This design comes from an exercise in tuning for small area, a short achievable clock period and few clock cycles per item on the open sky130 flow, not from production work.
Function was checked by simulation only, so behaviour that the tests miss may differ from the original.
Power and IR drop assume default switching activity.

==> flow/design.v <==
`timescale 1ns / 1ps
module axilite_s_v(
    input  wire         s_axi_aclk,
    input  wire         s_axi_aresetn,
    input  wire         s_axi_awvalid,
    output reg          s_axi_awready,
    input  wire [31: 0] s_axi_awaddr,
    input  wire         s_axi_wvalid,
    output reg          s_axi_wready,
    input  wire [31: 0] s_axi_wdata,
    output reg          s_axi_bvalid,
    input  wire         s_axi_bready,
    output reg  [1: 0]  s_axi_bresp,
    output reg          s_axi_arready,
    input  wire         s_axi_arvalid,
    input  wire [31: 0] s_axi_araddr,
    output reg          s_axi_rvalid,
    input  wire         s_axi_rready,
    output reg [31: 0]  s_axi_rdata,
    output reg  [1: 0]  s_axi_rresp
);
localparam NP = 7;                
wire rst = ~s_axi_aresetn;
reg  [2:0] t;                     
reg  [2:0] t_n;                   
reg  [2:0] clr_cnt;               
wire       clearing = (clr_cnt != 3'd0);
wire [2:0] clr_next = rst ? 3'd4 : (clearing ? clr_cnt - 3'd1 : 3'd0);
wire       busy_next = (clr_next != 3'd0);
always @(posedge s_axi_aclk) begin
    t       <= rst ? 3'd0 : t_n;
    t_n     <= rst ? 3'd1 : t_n + 3'd1;
    clr_cnt <= clr_next;
end
reg        awb_v;                 
reg  [6:0] awb_a;
reg        awb_oob;
reg        wb_v;                  
reg [31:0] wb_d;
reg        b1_v;                  
reg        b1_err;
reg        b_err;                 
reg  [NP-1:0] pv;                 
reg     [6:0] pa [0:NP-1];
reg    [31:0] pd [0:NP-1];
wire aw_hs  = s_axi_awvalid & s_axi_awready;
wire w_hs   = s_axi_wvalid  & s_axi_wready;
wire aw_oob = |s_axi_awaddr[31:7];
wire        p_oob = awb_v ? awb_oob : aw_oob;
wire        b_new = b1_v ? b1_err : p_oob;
wire  [6:0] p_a   = awb_v ? awb_a   : s_axi_awaddr[6:0];
wire [31:0] p_d   = wb_v  ? wb_d    : s_axi_wdata;
reg  [NP-1:0] hit;
reg  [NP-1:0] ins;
reg           free_seen;
integer e;
always @* begin
    for (e = 0; e < NP; e = e + 1)
        hit[e] = pv[e] & (pa[e] == p_a);
    free_seen = 1'b0;
    for (e = 0; e < NP; e = e + 1) begin
        ins[e] = ~pv[e] & ~free_seen;
        free_seen = free_seen | ~pv[e];
    end
end
reg  [NP-1:0] ca, cb;
reg    [15:0] ra, rb;
reg  [31:0] ca_d, cb_d;
always @* begin
    ca_d = 32'd0;
    cb_d = 32'd0;
    for (e = 0; e < NP; e = e + 1) begin
        ca_d = ca_d | ({32{ca[e]}} & pd[e]);
        cb_d = cb_d | ({32{cb[e]}} & pd[e]);
    end
end
wire have_aw = awb_v | aw_hs;
wire have_w  = wb_v  | w_hs;
wire b_pop   = s_axi_bvalid & s_axi_bready;
wire b_load  = ~s_axi_bvalid | b_pop;
wire b_room  = ~b1_v;             
wire pair    = have_aw & have_w & b_room & free_seen;
wire p_ins   = pair & ~p_oob;
wire [NP-1:0] pv_n = (pv & ~ca & ~cb & ~({NP{p_ins}} & hit)) | ({NP{p_ins}} & ins);
wire [NP-1:0] pv_k = pv;
reg  [NP-1:0] ca_n, cb_n;
reg    [15:0] ra_n, rb_n;
reg           sa, sb;
always @* begin
    sa = 1'b0;
    sb = 1'b0;
    ra_n = 16'd0;
    rb_n = 16'd0;
    for (e = 0; e < NP; e = e + 1) begin
        ca_n[e] = pv_k[e] & (pa[e][2:0] == ~t_n) & ~sa;
        cb_n[e] = pv_k[e] & (pa[e][2:0] == (~t_n ^ 3'd4)) & ~sb;
        sa = sa | ca_n[e];
        sb = sb | cb_n[e];
        ra_n = ra_n | ({16{ca_n[e]}} & (16'd1 << pa[e][6:3]));
        rb_n = rb_n | ({16{cb_n[e]}} & (16'd1 << pa[e][6:3]));
    end
end
always @(posedge s_axi_aclk) begin
    if (rst) begin
        awb_v <= 1'b0;
        wb_v  <= 1'b0;
        s_axi_bvalid <= 1'b0;
        b1_v  <= 1'b0;
        s_axi_awready <= 1'b0;
        s_axi_wready  <= 1'b0;
        pv    <= {NP{1'b0}};
        ca    <= {NP{1'b0}};
        cb    <= {NP{1'b0}};
        ra    <= 16'd0;
        rb    <= 16'd0;
    end else begin
        awb_v <= have_aw & ~pair;
        wb_v  <= have_w  & ~pair;
        s_axi_awready <= ~(have_aw & ~pair) & ~busy_next;
        s_axi_wready  <= ~(have_w  & ~pair) & ~busy_next;
        if (~s_axi_bvalid | b_pop) begin
            if (b1_v) begin
                s_axi_bvalid <= 1'b1;
                b1_v <= pair;
            end else begin
                s_axi_bvalid <= pair;
            end
        end else if (pair) begin
            b1_v <= 1'b1;
        end
        pv <= pv_n;
        ca <= ca_n;
        cb <= cb_n;
        ra <= ra_n;
        rb <= rb_n;
    end
    if (aw_hs) begin
        awb_a   <= s_axi_awaddr[6:0];
        awb_oob <= aw_oob;
    end
    if (w_hs) wb_d <= s_axi_wdata;
    if (b_load) b_err <= b_new;
    s_axi_bresp <= {2{b_load ? (b_new & (b1_v | pair)) : b_err}};
    if (pair) b1_err <= p_oob;
end
genvar g;
generate
    for (g = 0; g < NP; g = g + 1) begin : pend
        always @(posedge s_axi_aclk)
            if (pair & ins[g]) begin
                pa[g] <= p_a;
                pd[g] <= p_d;
            end
    end
endgenerate
reg  [4095:0] mem;
wire   [31:0] bus_a = clearing ? 32'd0 : ca_d;
wire   [31:0] bus_b = clearing ? 32'd0 : cb_d;
generate
    for (g = 0; g < 16; g = g + 1) begin : ring
        always @(posedge s_axi_aclk) begin
            mem[(g*8+1)*32 +: 32] <= mem[(g*8+0)*32 +: 32];
            mem[(g*8+2)*32 +: 32] <= mem[(g*8+1)*32 +: 32];
            mem[(g*8+3)*32 +: 32] <= mem[(g*8+2)*32 +: 32];
            mem[(g*8+5)*32 +: 32] <= mem[(g*8+4)*32 +: 32];
            mem[(g*8+6)*32 +: 32] <= mem[(g*8+5)*32 +: 32];
            mem[(g*8+7)*32 +: 32] <= mem[(g*8+6)*32 +: 32];
            if (clearing | ra[g])
                mem[(g*8+0)*32 +: 32] <= bus_a;
            else
                mem[(g*8+0)*32 +: 32] <= mem[(g*8+7)*32 +: 32];
            if (clearing | rb[g])
                mem[(g*8+4)*32 +: 32] <= bus_b;
            else
                mem[(g*8+4)*32 +: 32] <= mem[(g*8+3)*32 +: 32];
        end
    end
endgenerate
reg        q0_v, q1_v;            
reg  [15:0] q0_ring;              
reg  [31:0] q0_slot;              
reg  [31:0] q0_fwd;               
reg  [6:0] q1_a;
reg        q0_oob, q1_oob;
reg [31:0] r_hold;                
reg        r_err;                 
wire ar_hs  = s_axi_arvalid & s_axi_arready;
wire ar_oob = |s_axi_araddr[31:7];
wire r_take = q0_v & (~s_axi_rvalid | s_axi_rready);
wire q0_load = r_take | ~q0_v;
wire r_keep  = s_axi_rvalid & ~s_axi_rready;
wire  [6:0] nq_a   = (r_take & q1_v) ? q1_a   : s_axi_araddr[6:0];
wire        nq_oob = (r_take & q1_v) ? q1_oob : ar_oob;
wire  [2:0] nq_s   = nq_a[2:0] + t + 3'd1;
wire  [7:0] nq_slot = 8'd1 << nq_s;
reg  [31:0] nq_fwd;
reg         nq_hit;
integer k;
always @* begin
    nq_fwd = 32'd0;
    nq_hit = 1'b0;
    for (e = 0; e < NP; e = e + 1) begin
        nq_fwd = nq_fwd | ({32{pv[e] & (pa[e] == nq_a)}} & pd[e]);
        nq_hit = nq_hit | (pv[e] & (pa[e] == nq_a));
    end
end
wire [15:0] nq_ring = {15'd0, ~nq_oob & ~nq_hit} << nq_a[6:3];
reg [31:0] ring_q [0:15];
reg [31:0] rd_word;
always @* begin
    for (k = 0; k < 16; k = k + 1) begin
        ring_q[k] = 32'd0;
        for (e = 0; e < 8; e = e + 1)
            ring_q[k] = ring_q[k] | ({32{q0_slot[(k/4)*8 + e]}} & mem[(k*8+e)*32 +: 32]);
    end
    rd_word = q0_fwd;
    for (k = 0; k < 16; k = k + 1)
        rd_word = rd_word | ({32{q0_ring[k]}} & ring_q[k]);
end
always @(posedge s_axi_aclk) begin
    if (rst) begin
        q0_v <= 1'b0;
        q1_v <= 1'b0;
        s_axi_rvalid  <= 1'b0;
        s_axi_arready <= 1'b0;
    end else begin
        if (r_take)
            s_axi_rvalid <= 1'b1;
        else if (s_axi_rready)
            s_axi_rvalid <= 1'b0;
        if (r_take) begin
            q0_v <= q1_v | ar_hs;
            q1_v <= q1_v & ar_hs;
        end else begin
            q0_v <= q0_v | ar_hs;
            q1_v <= q1_v | (q0_v & ar_hs);
        end
        s_axi_arready <= (r_take ? ~(q1_v & ar_hs) : ~(q1_v | (q0_v & ar_hs))) & ~busy_next;
    end
    if (r_take) begin
        r_hold <= rd_word;
        r_err  <= q0_oob;
    end
    s_axi_rdata <= r_take ? rd_word : (r_hold & {32{r_keep}});
    s_axi_rresp <= {2{r_take ? q0_oob : (r_err & r_keep)}};
    if (q0_load) begin
        q0_ring <= nq_ring; q0_slot <= {4{nq_slot}};
        q0_oob <= nq_oob; q0_fwd <= (nq_hit & ~nq_oob) ? nq_fwd : 32'd0;
    end else begin
        for (k = 0; k < 4; k = k + 1)
            q0_slot[k*8 +: 8] <= {q0_slot[k*8 +: 7], q0_slot[k*8 + 7]};
    end
    if (ar_hs & (r_take ? q1_v : q0_v)) begin
        q1_a <= s_axi_araddr[6:0]; q1_oob <= ar_oob;
    end
end
endmodule
make LEC_CHECK=0 CAP_MARGIN=20 CORE_MARGIN=2 CORE_UTILIZATION=35 CTS_CLUSTER_DIAMETER=70 CTS_CLUSTER_SIZE=24 PLACE_DENSITY=0.45 SETUP_SLACK_MARGIN=2.35 SLEW_MARGIN=20 SYNTH_MEMORY_MAX_BITS=8192 finish   # period 5.0 ns
run.sh (not shown) runs the stock make flow with config.mk's settings and CLKGATE_MAP_FILE= SYNTH_SCRIPT=/design/flow/synth_recipe.tcl, a recipe that flattens the netlist after the stock synthesis.
Testbench counts at the start, summed over its fixed seeds: cycles 9,393, items 16,000.
Edit:
--- a/flow/design.v
+++ b/flow/design.v
@@ -24,13 +24,14 @@
 reg  [2:0] t;                     
 reg  [2:0] t_n;                   
 reg  [2:0] clr_cnt;               
-wire       clearing = (clr_cnt != 3'd0);
+reg        clearing;              
 wire [2:0] clr_next = rst ? 3'd4 : (clearing ? clr_cnt - 3'd1 : 3'd0);
 wire       busy_next = (clr_next != 3'd0);
 always @(posedge s_axi_aclk) begin
     t       <= rst ? 3'd0 : t_n;
     t_n     <= rst ? 3'd1 : t_n + 3'd1;
     clr_cnt <= clr_next;
+    clearing <= busy_next;
 end
 reg        awb_v;                 
 reg  [6:0] awb_a;
@@ -189,8 +190,8 @@
 wire r_take = q0_v & (~s_axi_rvalid | s_axi_rready);
 wire q0_load = r_take | ~q0_v;
 wire r_keep  = s_axi_rvalid & ~s_axi_rready;
-wire  [6:0] nq_a   = (r_take & q1_v) ? q1_a   : s_axi_araddr[6:0];
-wire        nq_oob = (r_take & q1_v) ? q1_oob : ar_oob;
+wire  [6:0] nq_a   = q1_v ? q1_a   : s_axi_araddr[6:0];
+wire        nq_oob = q1_v ? q1_oob : ar_oob;
 wire  [2:0] nq_s   = nq_a[2:0] + t + 3'd1;
 wire  [7:0] nq_slot = 8'd1 << nq_s;
 reg  [31:0] nq_fwd;
Utilization hardly moves.
Worst hold slack degrades by 0.015 ns.
Via count hardly moves.
Cell area is about the same.
Clock power stays flat.
Non-clock buffer count is lower by 1.
Total power is higher by 6.3%.
Flip-flop and latch count is higher by 1.
Area after synthesis is lower by 0.40%.
Wire length is higher by 1.8%.
Sequential power is higher by about 1%.
Worst setup slack improves by 0.28 ns.
Testbench counts after the change, summed over its fixed seeds: cycles 9,393, items 16,000.

==> port drivers added, routing unchanged <==
The results above use ideal ports. As a check the final layouts listed here were re-extracted and re-timed, cells and wires unchanged.
Step 1: set_driving_cell puts a clkbuf_16 on s_axi_aclk and a buf_2 on each other input, an assumption about the parent block.
Step 2, shift: input delay + t, output delay - t, t = (earliest + latest rising clock arrival at the registers) / 2. This alone moves slack from input paths to output paths.
Three values: no drivers, after step 1, after step 2; two values: the first two.
run	t, ns	setup slack, ns	pins driven straight from the clock port
the first run	1.065	1.956 / 1.956 / 1.038	1
the second run	1.051	2.232 / 2.232 / 1.289	1
After both steps setup and hold are still met in every run listed. The setup slack of the second run, which loses most, moves by 0.000 ns with the drivers and by -0.943 ns with both steps.
